Source: an optimization exercise on an open RTL-to-GDS flow (aim: small area). Production flows keep margins and buffers that such runs may drop. The RTL was checked by simulation tests, not by an equivalence proof against the original design. No run shown here takes its clock network from TritonCTS; it comes from the design's own scripts or RTL. The clock input has no modelled driver; a real chip could not lean on it and would need a root buffer or a full tree. No activity file was given, so power comes from the tool's default toggle rates.

==> design/flow/design.v <==
`timescale 1ns / 1ns
module vga_sync_gen
(
input wire          CLK,
input wire          RST,
output wire         GEN_ACTIVE,
output wire  [23:0] GEN_RGB,
output wire  [10:0] GEN_HCNT,
output wire         GEN_HSYNC,
output wire         GEN_HSYNCP,
output wire  [10:0] GEN_VCNT,
output wire         GEN_VSYNC,
output wire         GEN_VSYNCP,
input wire   [10:0] V_FRONT_PORCH,
input wire   [10:0] V_SYNC,
input wire   [10:0] V_BACK_PORCH,
input wire   [10:0] V_ACTIVE,
input wire          V_SYNC_POL,
input wire   [10:0] H_FRONT_PORCH,
input wire   [10:0] H_SYNC,
input wire   [10:0] H_BACK_PORCH,
input wire   [10:0] H_ACTIVE,
input wire          H_SYNC_POL
);
reg   [1:0] ph_h;
reg   [1:0] ph_v;
reg         h_run;       
reg  [10:0] cnt_h;
reg  [10:0] cnt_v;
reg         active_h;    
reg         active_h2;   
reg         active_v;    
reg         active_v2;   
reg         sync_h;
reg         sync_v;
reg         sync_hp;
reg         sync_vp;
reg  [10:0] xa;          
reg  [10:0] ya;          
wire        h_sync  = (ph_h == 2'b01);
wire        h_bp    = (ph_h == 2'b11);
wire        h_act   = (ph_h == 2'b10);
wire        h_fp    = (ph_h == 2'b00);
wire        v_sync  = (ph_v == 2'b01);
wire        v_bp    = (ph_v == 2'b11);
wire        v_act   = (ph_v == 2'b10);
wire        v_fp    = (ph_v == 2'b00);
wire        h_last  = (cnt_h == 11'd1);
wire        v_last  = (cnt_v == 11'd1);
wire        fsm_tic = h_fp & h_last & !active_h & h_run;
wire        v_next  = fsm_tic & v_last;
wire        cv_d    = active_h2 & !active_h;
always @(posedge CLK or posedge RST)
    if(RST) begin
        ph_h  <= 2'b00;
        h_run <= 1'b0;
    end else begin
        h_run <= 1'b1;
        if(h_last) ph_h <= {ph_h[0], !ph_h[1]};
    end
always @(posedge CLK or posedge RST)
    if(RST)             ph_v  <= 2'b00;
    else if(v_next)     ph_v  <= {ph_v[0], !ph_v[1]};
wire [10:0] h_dec = cnt_h - 11'd1;
always @(posedge CLK or posedge RST)
    if(RST) cnt_h <= 11'd1;
    else cnt_h <= h_dec
           | ({11{h_fp   & h_last}} & H_SYNC)
           | ({11{h_sync & h_last}} & H_BACK_PORCH)
           | ({11{h_bp   & h_last}} & H_ACTIVE)
           | ({11{h_act  & h_last}} & H_FRONT_PORCH);
wire [10:0] v_dec = cnt_v - {10'd0, fsm_tic};
always @(posedge CLK or posedge RST)
    if(RST) cnt_v <= 11'd1;
    else cnt_v <= v_dec
           | ({11{fsm_tic & v_fp   & v_last}} & V_SYNC)
           | ({11{fsm_tic & v_sync & v_last}} & V_BACK_PORCH)
           | ({11{fsm_tic & v_bp   & v_last}} & V_ACTIVE)
           | ({11{fsm_tic & v_act  & v_last}} & V_FRONT_PORCH);
always @(posedge CLK or posedge RST)
    if(RST) begin
        active_h  <= 1'b0;
        active_h2 <= 1'b0;
        active_v  <= 1'b0;
        active_v2 <= 1'b0;
        sync_h    <= 1'b0;
        sync_v    <= 1'b0;
        sync_hp   <= 1'b0;
        sync_vp   <= 1'b0;
    end else begin
        active_h  <= h_act;
        active_h2 <= active_h;
        active_v  <= v_act;
        active_v2 <= active_v;
        sync_h    <= h_sync;
        sync_v    <= v_sync;
        sync_hp   <= h_sync ~^ H_SYNC_POL;
        sync_vp   <= v_sync ~^ V_SYNC_POL;
    end
wire [10:0] cnt_ha = (xa + 11'd1) & {11{active_h2}};
wire [10:0] cnt_va = (ya + {10'd0, cv_d}) & {11{active_v2}};
always @(posedge CLK) begin
    xa <= cnt_ha;
    ya <= cnt_va;
end
wire  [7:0] test_y = xa[7:0];
wire        white  = h_run & ((xa[3:0] == 4'd0) | (ya[3:0] == 4'd0));
wire        sel_r  = h_run & !ya[5];
wire        sel_g  = h_run & !ya[4];
wire        sel_b  = h_run & (ya[5] ~^ ya[4]);
assign GEN_ACTIVE  = active_h & active_v;
assign GEN_RGB     = {{8{white}} | ({8{sel_r}} & test_y),
                      {8{white}} | ({8{sel_g}} & test_y),
                      {8{white}} | ({8{sel_b}} & test_y)};
assign GEN_HCNT    = cnt_ha;
assign GEN_VCNT    = cnt_va;
assign GEN_HSYNC   = sync_h;
assign GEN_VSYNC   = sync_v;
assign GEN_HSYNCP  = sync_hp;
assign GEN_VSYNCP  = sync_vp;
endmodule
==> design/flow/flow/run.sh <==
#!/bin/bash
# Layout flow: the standard ORFS flow (standard.sh) with these changes.
#  1. Synthesis is the standard flow's synthesis script (synth_recipe.tcl) with ABC's
#     mapping step tried with each area-oriented script flow/abc*.script,
#     keeping the smallest netlist (flow/area_synth.tcl), and without ORFS's
#     full/half-adder cell mapping, so ABC maps the adders too. The registers
#     and their names are those of the standard synthesis.
#  2. Port buffers are the smallest buffer, sky130_fd_sc_hd__buf_1.
#  3. The clock reaches the registers through a two-level buffer tree built
#     by flow/clock_tree.tcl (run before CTS in place of TritonCTS): four
#     leaf clock buffers, each at the centre of a quarter of the registers,
#     and one root buffer on the CLK port.
# Each tool's output goes to a log of its own in this folder (synth.log,
# standard.log) and to ORFS's logs under orfs/logs.
set -euo pipefail
W=$(pwd)
export AREA_ABC_SCRIPTS="$W/flow/abc1.script $W/flow/abc2.script $W/flow/abc3.script $W/flow/abc4.script"
export FLOW_SYNTH_TCL=$W/synth_recipe.tcl
export BUFFER_PORTS_ARGS="-buffer_cell sky130_fd_sc_hd__buf_1"
export PRE_CTS_TCL=$W/flow/clock_tree.tcl
export CLOCK_LEAVES=4
export CLOCK_LEAF_CELL=sky130_fd_sc_hd__clkbuf_8
export CLOCK_ROOT_CELL=sky130_fd_sc_hd__clkbuf_2

sed "s#SYNTH_SCRIPT=[^ ]*#SYNTH_SCRIPT=$W/flow/area_synth.tcl ADDER_MAP_FILE=#" standard.sh > area_synth.sh
bash area_synth.sh synth > synth.log 2>&1
bash standard.sh finish > standard.log 2>&1
==> design/flow/flow/abc1.script <==
strash
dc2
dch -f
amap
strash
dch -f
amap
topo
==> design/flow/flow/abc2.script <==
strash
&get -n
&deepsyn -T 30
&put
dch -f
amap
strash
dch -f
amap
topo
==> design/flow/flow/abc3.script <==
strash
balance
rewrite -z
refactor -z
rewrite -z
dch -f
amap
strash
dch -f
amap
topo
==> design/flow/flow/abc4.script <==
strash
dc2
dch -f
amap
strash
dc2
dch -f
amap
strash
dc2
dch -f
amap
strash
dc2
dch -f
amap
topo
==> design/flow/flow/area_synth.tcl <==
# The standard flow's synthesis script (synth_recipe.tcl, unchanged) with ABC's technology
# mapping done by area-oriented scripts: abc is run once with each script in
# $AREA_ABC_SCRIPTS on the same netlist, and the smallest result is kept.
# Only the abc call changes: the flip-flops, their names and every other
# synthesis step stay as in the standard synthesis.
proc abc_area_of { } {
  set f $::env(OBJECTS_DIR)/abc_area_stat.txt
  set lib_args {}
  foreach l $::env(LIB_FILES) {
    lappend lib_args -liberty $l
  }
  yosys tee -q -o $f stat {*}$lib_args
  set fh [open $f r]
  set txt [read $fh]
  close $fh
  if { ![regexp {Chip area for module [^:]*: *([0-9.]+)} $txt -> area] } {
    error "no area in stat output"
  }
  return $area
}

proc abc {args} {
  set i [lsearch -exact $args -script]
  yosys design -save pre_abc
  set best_area ""
  foreach s $::env(AREA_ABC_SCRIPTS) {
    yosys design -load pre_abc
    lset args [expr { $i + 1 }] $s
    yosys abc {*}$args
    set area [abc_area_of]
    puts "AREA_ABC: $s -> $area"
    if { $best_area eq "" || $area < $best_area } {
      set best_area $area
      set best $s
      yosys design -save best_abc
    }
  }
  puts "AREA_ABC: kept $best ($best_area)"
  yosys design -load best_abc
}
source $::env(FLOW_SYNTH_TCL)
==> design/flow/flow/clock_tree.tcl <==
# PRE_CTS hook: clock distribution for this small design, in place of
# TritonCTS's buffer tree (clock_tree_synthesis is redefined below, so
# cts.tcl's call builds this instead). The register clock pins are split by
# recursive median bisection (alternating x and y) into $CLOCK_LEAVES groups;
# each group is driven by one leaf clock buffer at the group's centre, and one
# root clock buffer on the CLK port drives the leaf buffers. Every register
# sees the same path: CLK port, root buffer, one leaf buffer.
proc clock_bisect { pins depth axis } {
  if { $depth == 0 || [llength $pins] < 2 } {
    return [list $pins]
  }
  set idx [expr { $axis + 1 }]
  set sorted [lsort -real -index $idx $pins]
  set half [expr { [llength $sorted] / 2 }]
  set a [lrange $sorted 0 [expr { $half - 1 }]]
  set b [lrange $sorted $half end]
  set next [expr { 1 - $axis }]
  return [concat [clock_bisect $a [expr { $depth - 1 }] $next] \
    [clock_bisect $b [expr { $depth - 1 }] $next]]
}

proc clock_tree_synthesis { args } {
  set dbu [[ord::get_db_block] getDbUnitsPerMicron]
  set pins {}
  foreach pin [get_pins -of_objects [get_nets CLK] -filter "direction == input"] {
    set box [[[sta::sta_to_db_pin $pin] getInst] getBBox]
    set x [expr { ([$box xMin] + [$box xMax]) / 2.0 / $dbu }]
    set y [expr { ([$box yMin] + [$box yMax]) / 2.0 / $dbu }]
    lappend pins [list $pin $x $y]
  }
  set depth [expr { int(round(log($::env(CLOCK_LEAVES)) / log(2))) }]
  set groups [clock_bisect $pins $depth 0]
  set leaf_locs {}
  set k 0
  foreach group $groups {
    set sx 0.0
    set sy 0.0
    set gpins {}
    foreach p $group {
      lassign $p pin x y
      lappend gpins $pin
      set sx [expr { $sx + $x }]
      set sy [expr { $sy + $y }]
    }
    set n [llength $group]
    set loc [list [expr { $sx / $n }] [expr { $sy / $n }]]
    lappend leaf_locs $loc
    puts "clock_tree: leaf $k drives $n clock pins from $loc"
    insert_buffer -buffer_cell $::env(CLOCK_LEAF_CELL) -net CLK -load_pins $gpins \
      -location $loc -buffer_name clkbuf_leaf_$k -net_name clk_leaf_$k
    incr k
  }
  set sx 0.0
  set sy 0.0
  foreach loc $leaf_locs {
    set sx [expr { $sx + [lindex $loc 0] }]
    set sy [expr { $sy + [lindex $loc 1] }]
  }
  set loc [list [expr { $sx / $k }] [expr { $sy / $k }]]
  puts "clock_tree: root drives $k leaf buffers from $loc"
  insert_buffer -buffer_cell $::env(CLOCK_ROOT_CELL) -net CLK \
    -location $loc -buffer_name clkbuf_root -net_name clk_root
  set_propagated_clock [all_clocks]
}
==> design/flow/standard.sh <==
#!/bin/bash
# synth_recipe.tcl (not shown) runs the flow's synth.tcl, then flattens the netlist and writes it again
# the make line also repeats each setting of config.mk as NAME=value (left out here)
make -C /OpenROAD-flow-scripts/flow DESIGN_CONFIG=/design/flow/config.mk WORK_HOME=/design/flow/orfs CLKGATE_MAP_FILE= SYNTH_SCRIPT=/design/flow/synth_recipe.tcl "${@:-finish}"
==> design/flow/config.mk <==
export PLATFORM = sky130hd
export DESIGN_NAME = vga_sync_gen
export DESIGN_NICKNAME = vga_sync_gen
export VERILOG_FILES = /design/flow/design.v
export SDC_FILE = /design/flow/constraint.sdc
export NUM_CORES = 4
export LEC_CHECK = 0
export CAP_MARGIN = 20
export CORE_MARGIN = 2
export CORE_UTILIZATION = 40
export GPL_TIMING_DRIVEN = 0
export SLEW_MARGIN = 20
==> design/flow/constraint.sdc <==
create_clock -name core_clock -period 5.0 [get_ports {CLK}]
set_input_delay 1.0000 -clock core_clock [delete_from_list [all_inputs] [get_ports {CLK}]]
set_output_delay 1.0000 -clock core_clock [all_outputs]
set_load 0.01 [all_outputs]
==> reports/metrics.yaml, run 1 <==
clock_tree:
  clk_pin_slew_ns: 0.09
  cts_resized: 0
  clock_latency_ns: 0.41
  cts_hold_buf: 0
  postCtsSetupRepairBufs: 0
synth:
  synth_nets: 399
  synth.yosys.warnings: 1
  netlist_area_sq_um: 2690
  ys_top_cells_by_area: "dfrtp_1, dfxtp_1, o21ai_0"
  synth-seq-cells: 57
  yosys_most_used_dff: "dfrtp_1"
  netlist_instances: 307
  synthArstFlopShare: 0.614
  synth_most_common_cell: "nor2_1"
  synth_area_per_cell_sq_um: 8.76
  synth-edff-count: 0
  ys_seq_area_frac: 0.490
  synth_cell_type_count: 33
  synth_commonest_cells: "nor2_1, clkinv_1, dfrtp_1"
  synth_area_leader_cell: "dfrtp_1"
  yosys.area.top_type_share: 0.307
sta:
  fin_crit_ns: 4.43
  finalClockSkew_ns: 0.00855
  period_share: 0.886
  hold_violations: 0
  drv_slew: 0
  fmax_mhz: 226
  finalSetupTns_ns: 0
  rsz0062_at_grt: "no"
  setup_violations: 0
  max-slew-margin-rel: 0.334
  worst_pin_slew_ns: 0.992
status:
  outcome: "finished clean"
route:
  vias: 2851
  drc: 0
  viasPerCell: 5.36
  finalWirelength_um: 7080
  ant_nets: 0
  drt_iter0_markers: 122
  drtPass1Iterations: 5
  wire_per_inst_um: 13.3
power:
  p_per_area_nw_per_um2: 215
  power.leakage_nw: 1.22
  ir_drop_mv: 0.111
layout:
  antenna_cells: 0
  area_growth_pct: 26.9
  design_area_sq_um: 3410
  fin_nets: 549
  fin_util: 0.531
  drive_above_1_share: 0.0308
worst_setup_path:
  criticalPathCategory: "reg -> reg"
  arrival_ns: 4.78
  crit_required_ns: 5.35
  start_kind: "flip-flop"
  crit_fanout: 12
  critPathCaptureType: "flip-flop"
global_routing:
  grt_overflow: 0
  use_met2: 0.327
  antenna_found_initial: 0
  grt.busiest_layer: "met2"
  track_usage: 0.184
  gr-usage-met1: 0.252
  grt_max_degree: 36
  first_global_vias: 2598
  grt_pass1_wl_um: 11600
  use_met3: 0.0173
die:
  ios: 143
  fp.dieH_um: 86.0
  dieArea_sq_um: 7400
  core_region_area_sq_um: 6420
  rows: 29
  die_w_um: 86.0
  start_util: 0.419
place:
  io_buffers: 142
  dp_hpwl_um: 5530
  gp_congestion: 0.790
  placed_area_sq_um: 3350
min_path:
  hold_path_class: "reg -> reg"
run:
  maxCapViolations: 0
[routing by layer]
metal,share of wire,vias up
li1,-,1444
met1,0.44,1298
met2,0.48,101
met3,0.066,8
met4,0.013,0
met5,0,-
[stage by stage]
stage / hold slack [ns] / total power, mW / worst slack (ns) / std cells
after floorplan: 0.347 / 0.494 / 1.08 / 307
after global placement: 0.364 / 0.531 / -0.242 / 526
after detailed placement: 0.365 / 0.532 / 0.509 / 527
after CTS: 0.387 / 0.746 / 0.474 / 532
after global routing: 0.401 / 0.773 / 0.0816 / 532
final: 0.388 / 0.733 / 0.568 / 532
[sequential cells by signal, summed over array words and instances (netlist names)]
signal,flops
active_v,1
sync_h,1
active_h2,1
ya,11
active_h,1
cnt_h,11
cnt_v,11
ph_h,2
ph_v,2
sync_v,1
active_v2,1
sync_vp,1
xa,11
sync_hp,1
h_run,1
[cells by family after synthesis]
family,after synthesis,share of synthesized area
other cells,1,0.00139
compound gates,97,0.265
simple gates,114,0.189
xor+xnor,1,0.00326
buf+inv,37,0.0516
flops,57,0.490
[placed cells by master (no fill, tap or decap), types with 5 or more instances in the layout]
cell / Yosys / routed
a21oi_1: 6 / 6
buf_1: 0 / 142
nor3_1: 19 / 14
and3_1: 6 / 6
dfrtp_1: 33 / 33
dfxtp_1: 22 / 22
a221o_1: 8 / 8
a221oi_1: 7 / 7
a22o_1: 7 / 7
nand2_1: 32 / 32
nor2_1: 40 / 40
o2111ai_1: 7 / 7
clkinv_1: 37 / 36
a222oi_1: 10 / 10
a211oi_1: 7 / 7
o21ai_0: 31 / 30
nor3_2: 0 / 5
[worst max-delay path: stages, from the launching register on]
cell and delay (ns):
dfrtp_1 0.42, or4_1 0.57, nor4_1 0.38, clkinv_1 0.31
nor3_2 0.70, nand3_1 0.28, nor3_1 0.33, clkinv_1 0.28
nor2_1 0.69, a221o_1 0.30, a221o_1 0.12
[final timing paths]
| path | slack, ns | end | cells after the start | start |
|---|---|---|---|---|
| max in group asynchronous | 4.01 | cnt_h[1] | 2 | RST |
| setup / recovery | 0.57 | cnt_v[1] | 10 | cnt_h[6] |
| setup reg to reg | 0.57 | cnt_v[1] | 10 | cnt_h[6] |
| min in group asynchronous | 0.61 | cnt_h[7] | 2 | RST |
| hold / removal | 0.39 | active_h2 | 0 | active_h |
| hold reg to reg | 0.39 | active_h2 | 0 | active_h |
[where the power goes]
group	internal (mW)	leakage (nW)	total [mW]	switching, mW
clock	0.0767	0.0329	0.211	0.134
combinational	0.0255	0.577	0.0584	0.0329
sequential	0.461	0.613	0.463	0.00219
total	0.563	1.22	0.733	0.169
[cell type report, without the clock buffers]
class,instances,area [sq um]
Fill cell,654,3010
Inverter,37,140
Multi-Input combinational cell,213,1260
Sequential cell,57,1320
Tap cell,77,96.3
Timing Repair Buffer,143,541
==> inputs of run 2 (changes only) <==
--- a/design/flow/config.mk
+++ b/design/flow/config.mk
@@ -5,8 +5,8 @@
 export SDC_FILE = /design/flow/constraint.sdc
 export NUM_CORES = 4
 export LEC_CHECK = 0
-export CAP_MARGIN = 20
+export CAP_MARGIN = 0
 export CORE_MARGIN = 2
 export CORE_UTILIZATION = 40
 export GPL_TIMING_DRIVEN = 0
-export SLEW_MARGIN = 20
+export SLEW_MARGIN = 0
==> run 2 against run 1 <==
Flip-flop and latch count is the same. Utilization shrank 0.097 points. Worst hold slack lost 0.0046 ns. Critical path type unchanged. Synthesized area is the same. First-iteration DRC count grew 0.82%. Global-route usage shrank 0.52 points. Clock power is essentially flat. Synthesized cell count is the same. Largest cell class unchanged. Final cell count is the same. Register-to-register slack gained 0.10 ns. Die area is the same.
==> reports/metrics.yaml, run 2 <==
power:
  p_per_area_nw_per_um2: 215
  ir_drop_mv: 0.102
  power_uw: 732
  power.leakage_nw: 1.22
place:
  gp_congestion: 0.790
  place_inst: 526
  placed_area_sq_um: 3320
  dp_hpwl_um: 5400
  pre_cts_slack_ns: -0.277
  io_buffers: 142
sta:
  worst_pin_slew_ns: 1.15
  finalClockSkew_ns: 0.00805
  rsz0062_at_grt: "no"
  setup_violations: 0
  setup_slack_ns: 0.670
  period_share: 0.866
  max-slew-margin-rel: 0.230
  hold_violations: 0
  drv_slew: 0
  fmax_mhz: 231
  fin_crit_ns: 4.33
route:
  vias: 2834
  ant_nets: 0
  finalWirelength_um: 7010
  wire_per_inst_um: 13.2
  drt_iter0_markers: 123
  drtPass1Iterations: 4
  viasPerCell: 5.33
  drc: 0
worst_setup_path:
  crit_end: "cnt_v[1]"
  reg2regPathDepth: 10
  crit_fanout: 12
  critPathCaptureType: "flip-flop"
  criticalPathCategory: "reg -> reg"
  r2r_setup_slack_ns: 0.67
  arrival_ns: 4.67
  crit_start: "cnt_h[6]"
  start_kind: "flip-flop"
  timing.rr.start: "cnt_h[6]"
  r2r_end: "cnt_v[1]"
  crit_required_ns: 5.34
synth:
  synth.yosys.warnings: 1
  synthArstFlopShare: 0.614
  synth_commonest_cells: "nor2_1, clkinv_1, dfrtp_1"
  synth_area_per_cell_sq_um: 8.76
  yosys_most_used_dff: "dfrtp_1"
  ys_seq_area_frac: 0.490
  synth-edff-count: 0
  netlist_instances: 307
  synth-seq-cells: 57
  synth_area_leader_cell: "dfrtp_1"
  synth_nets: 399
  synth_cell_type_count: 33
  yosys.area.top_type_share: 0.307
  ys_top_cells_by_area: "dfrtp_1, dfxtp_1, o21ai_0"
  synth_most_common_cell: "nor2_1"
  netlist_area_sq_um: 2690
die:
  dieArea_sq_um: 7400
  die_w_um: 86.0
  ios: 143
  rows: 29
  fp.dieH_um: 86.0
  core_region_area_sq_um: 6420
  start_util: 0.419
status:
  outcome: "finished clean"
clock_tree:
  postCtsSetupRepairBufs: 0
  clk_pin_slew_ns: 0.09
  clock_latency_ns: 0.40
layout:
  drive_above_1_share: 0.0286
  design_area_sq_um: 3410
  finalNonFillerCells: 532
  layout_commonest_cell: "buf_1"
  final_cell_mix: "buf_1, nor2_1, clkinv_1"
  fin_nets: 549
  area_growth_pct: 26.7
  antenna_cells: 0
global_routing:
  grt_pass1_wl_um: 11300
  track_usage: 0.179
  grt_overflow: 0
  grt_max_degree: 36
  first_global_vias: 2565
  antenna_found_initial: 0
run:
  maxCapViolations: 0
min_path:
  hold_path_class: "reg -> reg"
[run 2: cell counts after synthesis]
No cell type changed its count.
[run 2: layout make-up, without the clock buffers]
class | count | area, sq um
multi-input combinational | 213 | 1250
tap | 77 | 96.3
inverter | 37 | 139
timing repair buffer | 143 | 541
sequential | 57 | 1320
fill | 648 | 3020
[run 2: cells by family (layout without fill, tap and decap cells)]
group           count (synthesis)  after routing  synth area share
simple gates                  114            114             0.189
compound gates                 97             97             0.265
flops                          57             57             0.490
buf+inv                        37            185            0.0516
other cells                     1              1           0.00139
xor+xnor                        1              1           0.00326
[run 2: report_power, final]
part	total (mW)	internal, mW	leakage, nW	switching [mW]
Clock	0.210	0.0767	0.0329	0.134
Sequential	0.463	0.461	0.613	0.00220
Combinational	0.0585	0.0255	0.577	0.0330
[run 2: layer usage]
layer	GRT usage	vias up	share of wire
li1	-	1443	-
met4	0.0216	0	0.013
met1	0.239	1282	0.45
met2	0.325	100	0.47
met3	0.0154	9	0.066
met5	0	-	0
[run 2: what timing repair did]
| action | in CTS | in global routing |
|---|---|---|
| endpoints found under the setup margin | 11 | 10 |
| gates resized for setup | 1 | 1 |
| hold buffers | 0 | 0 |
| gates cloned | 0 | 0 |
[run 2: per-stage QoR]
stage / setup TNS [ns] / utilization / hold slack [ns]
after floorplan: 0 / - / 0.347
after global placement: -2.15 / 0.517 / 0.364
after detailed placement: -2.44 / 0.517 / 0.365
after CTS: 0 / 0.527 / 0.383
after global routing: 0 / 0.530 / 0.392
final: 0 / 0.530 / 0.383
[run 2: critical path, cell delays in order (launching register included)]
cell and delay [ns]:
dfrtp_1 0.42, or4_1 0.56, nor4_1 0.38, clkinv_1 0.28, nor3_2 0.65, nand3_1 0.26
nor3_1 0.34, clkinv_1 0.27, nor2_1 0.69, a221o_1 0.29, a221o_1 0.11
[run 2: worst min-delay path by stage]
stage	to	slack (ns)	cells after the start	from
after floorplan	active_v2	0.35	0	active_v
after global placement	active_h2	0.36	0	active_h
after detailed placement	active_h2	0.37	0	active_h
after CTS	active_h2	0.38	0	active_h
after global routing	active_h2	0.39	0	active_h
final	active_v2	0.38	0	active_v
==> inputs of run 3 (changes only) <==
--- a/design/flow/config.mk
+++ b/design/flow/config.mk
@@ -7,6 +7,6 @@
 export LEC_CHECK = 0
 export CAP_MARGIN = 0
 export CORE_MARGIN = 2
-export CORE_UTILIZATION = 40
+export CORE_UTILIZATION = 60
 export GPL_TIMING_DRIVEN = 0
 export SLEW_MARGIN = 0
==> run 3 against run 2 <==
Synthesized cell count did not move. Critical path depth rose by 1. Sequential power barely moved. First-iteration DRC count rose by 46%. Via count rose by 1.1%. Worst hold slack improved by 0.0062 ns. Synthesized area did not move. Routed wire length fell by 4.6%.
==> reports/metrics.yaml, run 3 <==
power:
  p_per_area_nw_per_um2: 216
  ir_drop_mv: 0.154
  power.leakage_nw: 1.23
route:
  met3_length_um: 472
  wire_per_inst_um: 13.1
  viasPerCell: 5.63
  wl_met2_um: 3350
  vias: 2864
  drt_iter0_markers: 180
  finalWirelength_um: 6690
  drtPass1Iterations: 5
  top_layer: "met4"
  drc: 0
  ant_nets: 0
  drt-met1-wl_um: 2780
worst_setup_path:
  crit_required_ns: 5.31
  crit_family: "simple AND/OR/NAND/NOR gates"
  critPathCaptureType: "flip-flop"
  max_stage_delay_ns: 0.69
  criticalPathCategory: "reg -> reg"
  slowest_stage: "nor3_1"
  path_buf_inv: 3
  crit_fanout: 12
  arrival_ns: 4.67
  start_kind: "flip-flop"
  crit_chain: "or4_1, nor4_1, clkinv_1, nor3_4, nand3_1, nor3_1, clkinv_1, nor3_1, buf_2, a22oi_1, o2111ai_1"
status:
  outcome: "finished clean"
die:
  dieArea_sq_um: 5040
  fp.dieH_um: 71.0
  rows: 24
  ios: 143
  core_region_area_sq_um: 4320
  die_w_um: 71.0
  start_util: 0.622
synth:
  synth-seq-cells: 57
  synth_nets: 399
  synth_area_leader_cell: "dfrtp_1"
  synth_cell_type_count: 33
  netlist_instances: 307
  synthArstFlopShare: 0.614
  ys_seq_area_frac: 0.490
  synth_commonest_cells: "nor2_1, clkinv_1, dfrtp_1"
  synth.yosys.warnings: 1
  yosys.area.top_type_share: 0.307
  yosys_most_used_dff: "dfrtp_1"
  synth_most_common_cell: "nor2_1"
  synth_area_per_cell_sq_um: 8.76
  netlist_area_sq_um: 2690
  synth-edff-count: 0
  ys_top_cells_by_area: "dfrtp_1, dfxtp_1, o21ai_0"
clock_tree:
  postCtsSetupRepairBufs: 0
  cts_hold_buf: 0
  clock_latency_ns: 0.39
  clk_pin_slew_ns: 0.10
  cts_resized: 1
sta:
  rsz0062_at_grt: "no"
  hold-worst-slack_ns: 0.390
  finalClockSkew_ns: 0.0106
  fin_crit_ns: 4.36
  drv_slew: 0
  fmax_mhz: 230
  worst_pin_slew_ns: 1.18
  setup_violations: 0
  period_share: 0.871
  max-slew-margin-rel: 0.208
  hold_violations: 0
  finalSetupTns_ns: 0
min_path:
  hold_path_class: "reg -> reg"
place:
  io_buffers: 142
  gp_congestion: 0.826
  placed_area_sq_um: 3290
  place_inst: 501
  dp_hpwl_um: 4990
global_routing:
  antenna_found_initial: 0
  grt_pass1_wl_um: 10900
  first_global_vias: 2618
  grt_overflow: 0
  grt_max_degree: 36
  track_usage: 0.256
layout:
  area_growth_pct: 26.6
  layout_commonest_cell: "buf_1"
  fin_nets: 551
  fin_util: 0.787
  finalNonFillerCells: 509
  drive_above_1_share: 0.0263
  antenna_cells: 0
  design_area_sq_um: 3400
  final_cell_mix: "buf_1, nor2_1, clkinv_1"
run:
  maxCapViolations: 0
run 3: cell counts after synthesis:
No cell type changed its count.
run 3: metrics by stage:
stage	power, mW	worst slack (ns)
3_3_place_gp	0.529	-0.0242
6_report	0.735	0.645
5_1_grt	0.760	0.206
2_1_floorplan	0.494	1.08
3_5_place_dp	0.531	-0.158
4_1_cts	0.737	0.280
run 3: power breakdown:
| part | switching (mW) | internal, mW | total [mW] |
|---|---|---|---|
| Combinational | 0.0326 | 0.0276 | 0.0602 |
| Sequential | 0.00205 | 0.461 | 0.463 |
| Clock | 0.135 | 0.0770 | 0.212 |
| Total | 0.169 | 0.566 | 0.735 |
run 3: path summary, 6_finish.rpt:
| kind | start | endpoint | slack (ns) | depth (start not counted) |
|---|---|---|---|---|
| min in group asynchronous | RST | cnt_v[4] | 0.59 | 2 |
| setup reg to reg | cnt_h[6] | cnt_v[3] | 0.64 | 11 |
| hold / removal | active_v | active_v2 | 0.39 | 0 |
| max in group asynchronous | RST | cnt_h[0] | 3.85 | 3 |
| setup / recovery | cnt_h[6] | cnt_v[3] | 0.64 | 11 |
| hold reg to reg | active_v | active_v2 | 0.39 | 0 |
run 3: area by class of cell, without the clock buffers:
type / instances / area, sq um
Fill cell: 349 / 920
Multi-Input combinational cell: 213 / 1250
Sequential cell: 57 / 1320
Inverter: 37 / 139
Timing Repair Buffer: 145 / 573
Tap cell: 52 / 65.1
run 3: kinds of logic (layout without fill, tap and decap cells):
logic type	after synthesis	in the layout	share of synthesized area
DFF	57	57	0.490
AOI/OAI and AO/OA	97	97	0.265
and+or+nand+nor	114	114	0.189
other	1	1	0.00139
buffers and inverters	37	187	0.0516
xor gates and xnor gates	1	1	0.00326
run 3: routing by layer:
metal	up-vias	GRT usage
li1	1451	-
met1	1279	0.333
met2	125	0.467
met3	9	0.0214
met4	0	0.0524
met5	-	0

-- static timing again, ports no longer ideal --
Ports are ideal in the flow. The routed layouts listed here were re-timed in OpenROAD. Step 1 (the two cells are an assumption about what drives the block):
set clk [get_ports {CLK}]
set_driving_cell -lib_cell sky130_fd_sc_hd__clkbuf_16 $clk
set_driving_cell -lib_cell sky130_fd_sc_hd__buf_2 [delete_from_list [all_inputs] $clk]
Step 2 adds t to the input delays and takes it off the output delays; t is the mean of the earliest and latest rising clock arrival at the registers after step 1. Input paths then give back, and output paths get back, about the clock's delay inside the block. Three values: no drivers, after step 1, after step 2; two values: the first two.
run	shift t [ns]	setup slack, ns	hold WS [ns]
run 1	0.429	0.568 / 0.568 / 0.568	0.388 / 0.388 / 0.388
run 2	0.427	0.670 / 0.670 / 0.670	0.383 / 0.383 / 0.383
run 3	0.411	0.645 / 0.645 / 0.645	0.390 / 0.390 / 0.390
After both steps every run listed still meets setup and hold.
